This design comes from an exercise in tuning for small area, a short achievable clock period and few clock cycles on the open sky130 flow, not from production work. The RTL was checked by simulation tests, not by an equivalence proof against the original design. Power and IR drop assume default switching activity.

==> run a <==
==> flow/design.v <==
`timescale 1ns/1ps
module adder32 (
    input  [31:0] a,
    input  [31:0] b,
    input         cin,
    output [31:0] sum
);
    assign sum = a + b + {31'd0, cin};
endmodule
module agu (
    input  [31:0] a,
    input  [11:0] imm,
    output [31:0] addr
);
    wire [11:0] x = a[11:0];
    wire [11:0] y = imm;
    wire [11:0] g = x & y;
    wire [11:0] p = x | y;
    wire [5:0]  G1, P1;
    genvar i;
    generate
        for (i = 0; i < 6; i = i + 1) begin : pair
            assign G1[i] = g[2*i+1] | ((p[2*i+1] & x[2*i]) & y[2*i]);
            assign P1[i] = p[2*i+1] & p[2*i];
        end
    endgenerate
    wire [5:0] GG;
    assign GG[0] = G1[0];
    assign GG[1] = G1[1] | (P1[1] & G1[0]);
    assign GG[2] = G1[2] | (P1[2] & GG[1]);
    wire   G32   = G1[3] | (P1[3] & G1[2]);
    wire   P32   = P1[3] & P1[2];
    assign GG[3] = G32 | (P32 & GG[1]);
    assign GG[4] = G1[4] | (P1[4] & GG[3]);
    wire   G54   = G1[5] | (P1[5] & G1[4]);
    wire   P54   = P1[5] & P1[4];
    assign GG[5] = G54 | (P54 & GG[3]);
    wire [12:0] c;
    assign c[0] = 1'b0;
    assign c[1] = g[0];
    generate
        for (i = 0; i < 6; i = i + 1) begin : cin
            assign c[2*i+2] = GG[i];
            if (i < 5) begin : odd
                assign c[2*i+3] = g[2*i+2] | (p[2*i+2] & GG[i]);
            end
        end
    endgenerate
    wire [19:0] ah  = a[31:12];
    wire [19:0] inc = ah + 20'd1;
    wire [19:0] dec = ah - 20'd1;
    wire        s   = imm[11];
    wire [19:0] hi_c1 = s ? ah : inc;
    wire [19:0] hi_c0 = s ? dec : ah;
    assign addr[11:0]  = (x ^ y) ^ c[11:0];
    assign addr[31:12] = c[12] ? hi_c1 : hi_c0;
endmodule
`timescale 1ns/1ps
module branch_unit (
    input  [31:0] a,         
    input  [31:0] b,         
    input         br,        
    input         br_lt,     
    input         br_inv,    
    input         jal,
    input  [31:0] pc4,
    input  [31:0] tgt,
    output        taken,
    output        lt,
    output [31:0] npc
);
    wire eq = &(a ^ b);
    wire [31:0] l0 = ~a & ~b;
    wire [31:0] q0 = a ^ b;
    wire [15:0] l1, q1;
    wire [7:0]  l2, q2;
    wire [3:0]  l3, q3;
    wire [1:0]  l4, q4;
    genvar gi;
    generate
        for (gi = 0; gi < 16; gi = gi + 1) begin : cmp1
            assign l1[gi] = l0[2*gi+1] | (q0[2*gi+1] & l0[2*gi]);
            assign q1[gi] = q0[2*gi+1] & q0[2*gi];
        end
        for (gi = 0; gi < 8; gi = gi + 1) begin : cmp2
            assign l2[gi] = l1[2*gi+1] | (q1[2*gi+1] & l1[2*gi]);
            assign q2[gi] = q1[2*gi+1] & q1[2*gi];
        end
        for (gi = 0; gi < 4; gi = gi + 1) begin : cmp3
            assign l3[gi] = l2[2*gi+1] | (q2[2*gi+1] & l2[2*gi]);
            assign q3[gi] = q2[2*gi+1] & q2[2*gi];
        end
        for (gi = 0; gi < 2; gi = gi + 1) begin : cmp4
            assign l4[gi] = l3[2*gi+1] | (q3[2*gi+1] & l3[2*gi]);
            assign q4[gi] = q3[2*gi+1] & q3[2*gi];
        end
    endgenerate
    assign lt = l4[1] | (q4[1] & l4[0]);
    wire cond = (br_lt ? lt : eq) ^ br_inv;
    assign taken = jal | (br & cond);
    assign npc = taken ? tgt : pc4;
endmodule
`timescale 1ns/1ps
module riscv_core_top (
    input         clk,
    input         rst_n,
    output [31:0] imem_addr,
    input  [31:0] imem_rdata,
    output        dmem_read,
    output        dmem_write,
    output [31:0] dmem_addr,
    output [31:0] dmem_wdata,
    input  [31:0] dmem_rdata
);
    reg [31:0] e_pc4;      
    reg [31:0] e_tgt;      
    reg [31:0] e_a;        
    reg [31:0] e_a2;       
    reg [31:0] e_b;        
    reg [11:0] e_imm;      
    reg [4:0]  e_rd;
    reg        e_cin;      
    reg        e_wen;      
    reg        e_load;
    reg        e_store;
    reg        e_br;       
    reg        e_br_lt;    
    reg        e_br_inv;   
    reg        e_jal;
    reg        e_jalr;
    reg        e_r_sum, e_r_lt, e_r_and, e_r_or, e_r_xor, e_r_sll, e_r_sr, e_r_pc4, e_r_tgt;
    reg        e_sra;
    reg [4:0]  e_sh;       
    reg [31:0] regs [1:31];
    reg [31:1] valid;
    wire [31:0] sum, addr, npc;
    wire        lt, taken;
    adder32 add_u (.a(e_a), .b(e_b), .cin(e_cin), .sum(sum));
    agu agu_u (.a(e_a2), .imm(e_imm), .addr(addr));
    branch_unit br_u (
        .a(e_a2), .b(e_b), .br(e_br), .br_lt(e_br_lt), .br_inv(e_br_inv), .jal(e_jal),
        .pc4(e_pc4), .tgt(e_tgt), .taken(taken), .lt(lt), .npc(npc)
    );
    wire [31:0] a_rev;
    genvar gr;
    generate
        for (gr = 0; gr < 32; gr = gr + 1) begin : rev_in
            assign a_rev[gr] = e_a[31-gr];
        end
    endgenerate
    wire [31:0] sh_in = e_r_sll ? a_rev : e_a;
    wire [31:0] sr  = $signed({e_sra & ~e_r_sll & e_a[31], sh_in}) >>> e_sh;
    wire [31:0] sll;
    generate
        for (gr = 0; gr < 32; gr = gr + 1) begin : rev_out
            assign sll[gr] = sr[31-gr];
        end
    endgenerate
    wire [31:0] alu_res = ({32{e_r_sum}} & sum) |
                          ({32{e_r_lt}}  & {31'd0, lt}) |
                          ({32{e_r_and}} & (e_a & e_b)) |
                          ({32{e_r_or}}  & (e_a | e_b)) |
                          ({32{e_r_xor}} & (e_a ^ e_b)) |
                          ({32{e_r_sll}} & sll) |
                          ({32{e_r_sr}}  & sr) |
                          ({32{e_r_pc4}} & e_pc4) |
                          ({32{e_r_tgt}} & e_tgt);
    wire [31:0] result = e_load ? dmem_rdata : alu_res;
    assign imem_addr  = npc;
    assign dmem_read  = e_load;
    assign dmem_write = e_store;
    assign dmem_addr  = addr;
    assign dmem_wdata = e_b;
    always @(posedge clk) begin
        if (e_wen)
            regs[e_rd] <= result;
    end
    always @(posedge clk) begin
        if (!rst_n)
            valid <= 31'd0;
        else if (e_wen)
            valid[e_rd] <= 1'b1;
    end
    wire [31:0] ins    = imem_rdata;
    wire [6:0]  opcode = ins[6:0];
    wire [4:0]  rd     = ins[11:7];
    wire [2:0]  f3     = ins[14:12];
    wire [4:0]  rs1    = ins[19:15];
    wire [4:0]  rs2    = ins[24:20];
    wire op_r     = (opcode == 7'b0110011);
    wire op_i     = (opcode == 7'b0010011);
    wire op_load  = (opcode == 7'b0000011);
    wire op_store = (opcode == 7'b0100011);
    wire op_br    = (opcode == 7'b1100011);
    wire op_jal   = (opcode == 7'b1101111);
    wire op_jalr  = (opcode == 7'b1100111);
    wire op_lui   = (opcode == 7'b0110111);
    wire op_auipc = (opcode == 7'b0010111);
    wire [31:0] imm_i = {{20{ins[31]}}, ins[31:20]};
    wire [31:0] imm_s = {{20{ins[31]}}, ins[31:25], ins[11:7]};
    wire [31:0] imm_b = {{19{ins[31]}}, ins[31], ins[7], ins[30:25], ins[11:8], 1'b0};
    wire [31:0] imm_u = {ins[31:12], 12'b0};
    wire [31:0] imm_j = {{11{ins[31]}}, ins[31], ins[19:12], ins[20], ins[30:21], 1'b0};
    wire alu_op = op_r | op_i;
    wire f_sub  = op_r & (f3 == 3'b000) & ins[30];
    wire f_slt  = alu_op & (f3 == 3'b010);
    wire f_sltu = alu_op & (f3 == 3'b011);
    wire f_br   = op_br & (f3[2:1] != 2'b01);
    wire f_cmp_signed = f_slt | (f_br & f3[2] & ~f3[1]);
    wire f_inv_b = f_sub | f_slt | f_sltu | f_br;
    wire [31:0] vmask = {valid, 1'b0};
    wire [31:0] sel1 = (32'd1 << rs1) & vmask;
    wire [31:0] sel2 = (32'd1 << rs2) & vmask;
    reg  [31:0] rf1, rf2;
    integer k;
    always @(*) begin
        rf1 = 32'd0;
        rf2 = 32'd0;
        for (k = 1; k < 32; k = k + 1) begin
            rf1 = rf1 | (regs[k] & {32{sel1[k]}});
            rf2 = rf2 | (regs[k] & {32{sel2[k]}});
        end
    end
    wire [31:0] rs1_val = (e_wen && e_rd == rs1) ? result : rf1;
    wire [31:0] rs2_val = (e_wen && e_rd == rs2) ? result : rf2;
    wire        b_imm = op_i | op_lui;
    wire [31:0] b_imm_val = op_lui ? imm_u : imm_i;
    wire [31:0] b_val = b_imm ? b_imm_val : rs2_val;
    wire [31:0] a2_next = rs1_val ^ {f_cmp_signed, 31'd0};
    wire [31:0] a_next = op_lui ? 32'd0 : a2_next;
    wire [31:0] b_next = (b_val ^ {f_cmp_signed, 31'd0}) ^ {32{f_inv_b}};
    wire [31:0] imm_n = ins[3] ? imm_j : ins[2] ? imm_u : imm_b;
    wire [31:0] f_pc4 = npc + 32'd4;
    wire [31:0] f_tgt = npc + imm_n;
    wire f_wen = (rd != 5'd0) & (alu_op | op_load | op_jal | op_jalr | op_lui | op_auipc);
    always @(posedge clk) begin
        e_tgt <= f_tgt;
        e_a  <= a_next;
        e_a2 <= a2_next;
        e_b  <= b_next;
        e_imm <= op_store ? imm_s[11:0] : imm_i[11:0];
        e_rd <= rd;
        e_cin <= f_inv_b;
        e_br_lt  <= f3[2];
        e_br_inv <= f3[0];
        e_sra    <= ins[30];
        e_sh     <= b_val[4:0];
        e_r_sum <= (alu_op & (f3 == 3'b000)) | op_lui;
        e_r_lt  <= f_slt | f_sltu;
        e_r_and <= alu_op & (f3 == 3'b111);
        e_r_or  <= alu_op & (f3 == 3'b110);
        e_r_xor <= alu_op & (f3 == 3'b100);
        e_r_sll <= alu_op & (f3 == 3'b001);
        e_r_sr  <= alu_op & (f3 == 3'b101);
        e_r_pc4 <= op_jal | op_jalr;
        e_r_tgt <= op_auipc;
        if (!rst_n)
            e_pc4 <= 32'd0;
        else if (e_jalr)
            e_pc4 <= {addr[31:1], 1'b0};
        else
            e_pc4 <= f_pc4;
        if (!rst_n || e_jalr) begin
            e_wen   <= 1'b0;
            e_load  <= 1'b0;
            e_store <= 1'b0;
            e_br    <= 1'b0;
            e_jal   <= 1'b0;
            e_jalr  <= 1'b0;
        end else begin
            e_wen   <= f_wen;
            e_load  <= op_load;
            e_store <= op_store;
            e_br    <= f_br;
            e_jal   <= op_jal;
            e_jalr  <= op_jalr;
        end
    end
endmodule
==> flow/run.sh <==
#!/bin/bash
# synth_recipe.tcl (not shown) runs the flow's synth.tcl, then flattens the netlist and writes it again
# the make line also repeats each setting of config.mk as NAME=value (left out here)
make -C /OpenROAD-flow-scripts/flow DESIGN_CONFIG=/design/flow/config.mk WORK_HOME=/design/flow/orfs CLKGATE_MAP_FILE= SYNTH_SCRIPT=/design/flow/synth_recipe.tcl finish
==> flow/config.mk <==
export PLATFORM = sky130hd
export DESIGN_NAME = riscv_core_top
export DESIGN_NICKNAME = riscv_core_top
export VERILOG_FILES = /design/flow/design.v
export SDC_FILE = /design/flow/constraint.sdc
export NUM_CORES = 4
export LEC_CHECK = 0
export CAP_MARGIN = 20
export CORE_MARGIN = 2
export CORE_UTILIZATION = 40
export CTS_CLUSTER_SIZE = 20
export PLACE_DENSITY = 0.55
export SETUP_SLACK_MARGIN = 3
export SLEW_MARGIN = 20
export SYNTH_HIERARCHICAL = 1
==> flow/constraint.sdc <==
create_clock -name core_clock -period 8.0 [get_ports {clk}]
set_input_delay 1.6000 -clock core_clock [delete_from_list [all_inputs] [get_ports {clk}]]
set_output_delay 1.6000 -clock core_clock [all_outputs]
set_load 0.01 [all_outputs]
==> run b (differences from run a) <==
==> flow/design.v, changed modules only <==
module agu (
    input  [31:0] a,
    input  [11:0] imm,
    output [31:0] addr
);
    wire [12:0] lo  = {1'b0, a[11:0]} + {1'b0, imm};
    wire [19:0] inc = a[31:12] + 20'd1;
    wire [19:0] dec = a[31:12] - 20'd1;
    wire        s   = imm[11];
    wire        c   = lo[12];
    assign addr[11:0]  = lo[11:0];
    assign addr[31:12] = (c & ~s) ? inc : (~c & s) ? dec : a[31:12];
endmodule
module riscv_core_top (
    input         clk,
    input         rst_n,
    output [31:0] imem_addr,
    input  [31:0] imem_rdata,
    output        dmem_read,
    output        dmem_write,
    output [31:0] dmem_addr,
    output [31:0] dmem_wdata,
    input  [31:0] dmem_rdata
);
    reg [31:0] e_pc4;      
    reg [31:0] e_tgt;      
    reg [31:0] e_a;        
    reg [31:0] e_b;        
    reg [11:0] e_imm;      
    reg [4:0]  e_rd;
    reg        e_cin;      
    reg        e_wen;      
    reg        e_load;
    reg        e_store;
    reg        e_br;       
    reg        e_br_lt;    
    reg        e_br_inv;   
    reg        e_jal;
    reg        e_jalr;
    reg        e_r_sum, e_r_lt, e_r_and, e_r_or, e_r_xor, e_r_sll, e_r_sr, e_r_pc4, e_r_tgt;
    reg        e_sra;
    reg [4:0]  e_sh;       
    reg [31:0] regs [1:31];
    reg [31:1] valid;
    wire [31:0] sum, addr, npc;
    wire        lt, taken;
    adder32 add_u (.a(e_a), .b(e_b), .cin(e_cin), .sum(sum));
    agu agu_u (.a(e_a), .imm(e_imm), .addr(addr));
    branch_unit br_u (
        .a(e_a), .b(e_b), .br(e_br), .br_lt(e_br_lt), .br_inv(e_br_inv), .jal(e_jal),
        .pc4(e_pc4), .tgt(e_tgt), .taken(taken), .lt(lt), .npc(npc)
    );
    wire [31:0] a_rev;
    genvar gr;
    generate
        for (gr = 0; gr < 32; gr = gr + 1) begin : rev_in
            assign a_rev[gr] = e_a[31-gr];
        end
    endgenerate
    wire [31:0] sh_in = e_r_sll ? a_rev : e_a;
    wire [31:0] sr  = $signed({e_sra & ~e_r_sll & e_a[31], sh_in}) >>> e_sh;
    wire [31:0] sll;
    generate
        for (gr = 0; gr < 32; gr = gr + 1) begin : rev_out
            assign sll[gr] = sr[31-gr];
        end
    endgenerate
    wire [31:0] alu_res = ({32{e_r_sum}} & sum) |
                          ({32{e_r_lt}}  & {31'd0, lt}) |
                          ({32{e_r_and}} & (e_a & e_b)) |
                          ({32{e_r_or}}  & (e_a | e_b)) |
                          ({32{e_r_xor}} & (e_a ^ e_b)) |
                          ({32{e_r_sll}} & sll) |
                          ({32{e_r_sr}}  & sr) |
                          ({32{e_r_pc4}} & e_pc4) |
                          ({32{e_r_tgt}} & e_tgt);
    wire [31:0] result = e_load ? dmem_rdata : alu_res;
    assign imem_addr  = npc;
    assign dmem_read  = e_load;
    assign dmem_write = e_store;
    assign dmem_addr  = addr;
    assign dmem_wdata = e_b;
    always @(posedge clk) begin
        if (e_wen)
            regs[e_rd] <= result;
    end
    always @(posedge clk) begin
        if (!rst_n)
            valid <= 31'd0;
        else if (e_wen)
            valid[e_rd] <= 1'b1;
    end
    wire [31:0] ins    = imem_rdata;
    wire [6:0]  opcode = ins[6:0];
    wire [4:0]  rd     = ins[11:7];
    wire [2:0]  f3     = ins[14:12];
    wire [4:0]  rs1    = ins[19:15];
    wire [4:0]  rs2    = ins[24:20];
    wire op_r     = (opcode == 7'b0110011);
    wire op_i     = (opcode == 7'b0010011);
    wire op_load  = (opcode == 7'b0000011);
    wire op_store = (opcode == 7'b0100011);
    wire op_br    = (opcode == 7'b1100011);
    wire op_jal   = (opcode == 7'b1101111);
    wire op_jalr  = (opcode == 7'b1100111);
    wire op_lui   = (opcode == 7'b0110111);
    wire op_auipc = (opcode == 7'b0010111);
    wire [31:0] imm_i = {{20{ins[31]}}, ins[31:20]};
    wire [31:0] imm_s = {{20{ins[31]}}, ins[31:25], ins[11:7]};
    wire [31:0] imm_b = {{19{ins[31]}}, ins[31], ins[7], ins[30:25], ins[11:8], 1'b0};
    wire [31:0] imm_u = {ins[31:12], 12'b0};
    wire [31:0] imm_j = {{11{ins[31]}}, ins[31], ins[19:12], ins[20], ins[30:21], 1'b0};
    wire alu_op = op_r | op_i;
    wire f_sub  = op_r & (f3 == 3'b000) & ins[30];
    wire f_slt  = alu_op & (f3 == 3'b010);
    wire f_sltu = alu_op & (f3 == 3'b011);
    wire f_br   = op_br & (f3[2:1] != 2'b01);
    wire f_cmp_signed = f_slt | (f_br & f3[2] & ~f3[1]);
    wire f_inv_b = f_sub | f_slt | f_sltu | f_br;
    wire [31:0] vmask = {valid, 1'b0};
    wire [31:0] sel1 = (32'd1 << rs1) & vmask;
    wire [31:0] sel2 = (32'd1 << rs2) & vmask;
    reg  [31:0] rf1, rf2;
    integer k;
    always @(*) begin
        rf1 = 32'd0;
        rf2 = 32'd0;
        for (k = 1; k < 32; k = k + 1) begin
            rf1 = rf1 | (regs[k] & {32{sel1[k]}});
            rf2 = rf2 | (regs[k] & {32{sel2[k]}});
        end
    end
    wire [31:0] rs1_val = (e_wen && e_rd == rs1) ? result : rf1;
    wire [31:0] rs2_val = (e_wen && e_rd == rs2) ? result : rf2;
    wire        b_imm = op_i | op_lui;
    wire [31:0] b_imm_val = op_lui ? imm_u : imm_i;
    wire [31:0] b_val = b_imm ? b_imm_val : rs2_val;
    wire [31:0] a_next = (op_lui ? 32'd0 : rs1_val) ^ {f_cmp_signed, 31'd0};
    wire [31:0] b_next = (b_val ^ {f_cmp_signed, 31'd0}) ^ {32{f_inv_b}};
    wire [31:0] imm_n = ins[3] ? imm_j : ins[2] ? imm_u : imm_b;
    wire [31:0] f_pc4 = npc + 32'd4;
    wire [31:0] f_tgt = npc + imm_n;
    wire f_wen = (rd != 5'd0) & (alu_op | op_load | op_jal | op_jalr | op_lui | op_auipc);
    always @(posedge clk) begin
        e_tgt <= f_tgt;
        e_a  <= a_next;
        e_b  <= b_next;
        e_imm <= op_store ? imm_s[11:0] : imm_i[11:0];
        e_rd <= rd;
        e_cin <= f_inv_b;
        e_br_lt  <= f3[2];
        e_br_inv <= f3[0];
        e_sra    <= ins[30];
        e_sh     <= b_val[4:0];
        e_r_sum <= (alu_op & (f3 == 3'b000)) | op_lui;
        e_r_lt  <= f_slt | f_sltu;
        e_r_and <= alu_op & (f3 == 3'b111);
        e_r_or  <= alu_op & (f3 == 3'b110);
        e_r_xor <= alu_op & (f3 == 3'b100);
        e_r_sll <= alu_op & (f3 == 3'b001);
        e_r_sr  <= alu_op & (f3 == 3'b101);
        e_r_pc4 <= op_jal | op_jalr;
        e_r_tgt <= op_auipc;
        if (!rst_n)
            e_pc4 <= 32'd0;
        else if (e_jalr)
            e_pc4 <= {addr[31:1], 1'b0};
        else
            e_pc4 <= f_pc4;
        if (!rst_n || e_jalr) begin
            e_wen   <= 1'b0;
            e_load  <= 1'b0;
            e_store <= 1'b0;
            e_br    <= 1'b0;
            e_jal   <= 1'b0;
            e_jalr  <= 1'b0;
        end else begin
            e_wen   <= f_wen;
            e_load  <= op_load;
            e_store <= op_store;
            e_br    <= f_br;
            e_jal   <= op_jal;
            e_jalr  <= op_jalr;
        end
    end
endmodule
- CTS_CLUSTER_SIZE: 20 -> unset
- SETUP_SLACK_MARGIN: 3 -> 2.6
==> notes <==
Run a finished with timing, DRC and antenna clean. Run b finished with timing, DRC and antenna clean. Of run a and run b, run a has the higher wire length (gap about 5.6%, measured against run b). Against run a, the clock power of run b is lower by about 10%. Total power: run a is larger than run b (7.4%). Against run b, the final cell count of run a is higher by about 6%. Global-route usage: run a is higher than run b (0.88 points). In run a the clock skew is lower than in run b, by 12 ps. In run b the critical path depth is higher than in run a, by 4. Of run b and run a, run a has the higher register-to-register slack (gap 490 ps).
==> figures <==
| quantity | run b | run a |
|---|---|---|
| Status | complete, no violations | complete, no violations |
| Rows | 146 | 148 |
| Routed length on met1 | 118 mm | 125 mm |
| Met2 capacity usage during global routing | 0.609 | 0.621 |
| DIE HEIGHT | 404 microns | 409 microns |
| Setup slack after placement | 1710 ps | 1560 ps |
| Switching Share | 0.236 | 0.239 |
| Die width | 404 microns | 409 microns |
| Worst rel slew slack | 0.105 | 0.159 |
| Total of cells resized after clock tree synthesis | 234 | 532 |
| Count of inserted antenna diode cells | 19 | 35 |
| Total clock buffers created by CTS | 132 | 137 |
| Net switching component of the power | 3170 uW | 3460 uW |
| Comb pwr share | 0.049 | 0.055 |
| Global-route wire length before repair | 476 mm | 500 mm |
| Final clock skew | 63.9 ps | 51.9 ps |
| FF+latch area | 0.0339 sq mm | 0.0347 sq mm |
| Classification of the worst setup path | reg -> reg | in -> reg |
Testbench counts of run a, summed over its fixed seeds: cycles 127,654.
Testbench counts of run b, summed over its fixed seeds: cycles 127,654.

## static timing again, ports no longer ideal
Ports are ideal in the flow. The routed layouts listed here were re-timed in OpenROAD.
Step 1 sets driving cells, clkbuf_16 on the clock port and buf_2 on the other inputs (assumed; they add their load-dependent delay and slew).
Step 2 moves the port delays by t, midway between the first and last clock arrival at a register: inputs arrive t later, outputs are due t later. That takes back most of the time a late clock gives input paths.
Slacks: no drivers / after step 1 / after step 2; pairs: no drivers / after step 1.
| run | t, ns | setup WS [ns] | worst hold slack (ns) | worst register clock-pin slew, ns |
|---|---|---|---|---|
| run a | 0.885 | 2.672 / 2.703 / 1.842 | 0.506 / 0.506 / 0.506 | 0.07 / 0.07 |
| run b | 0.864 | 2.482 / 2.482 / 1.697 | 0.517 / 0.517 / 0.517 | 0.07 / 0.07 |
After both steps every run listed still meets setup and hold. For run a, which loses most, drivers alone change the setup slack by +0.031 ns; drivers and shift together by -0.830 ns.
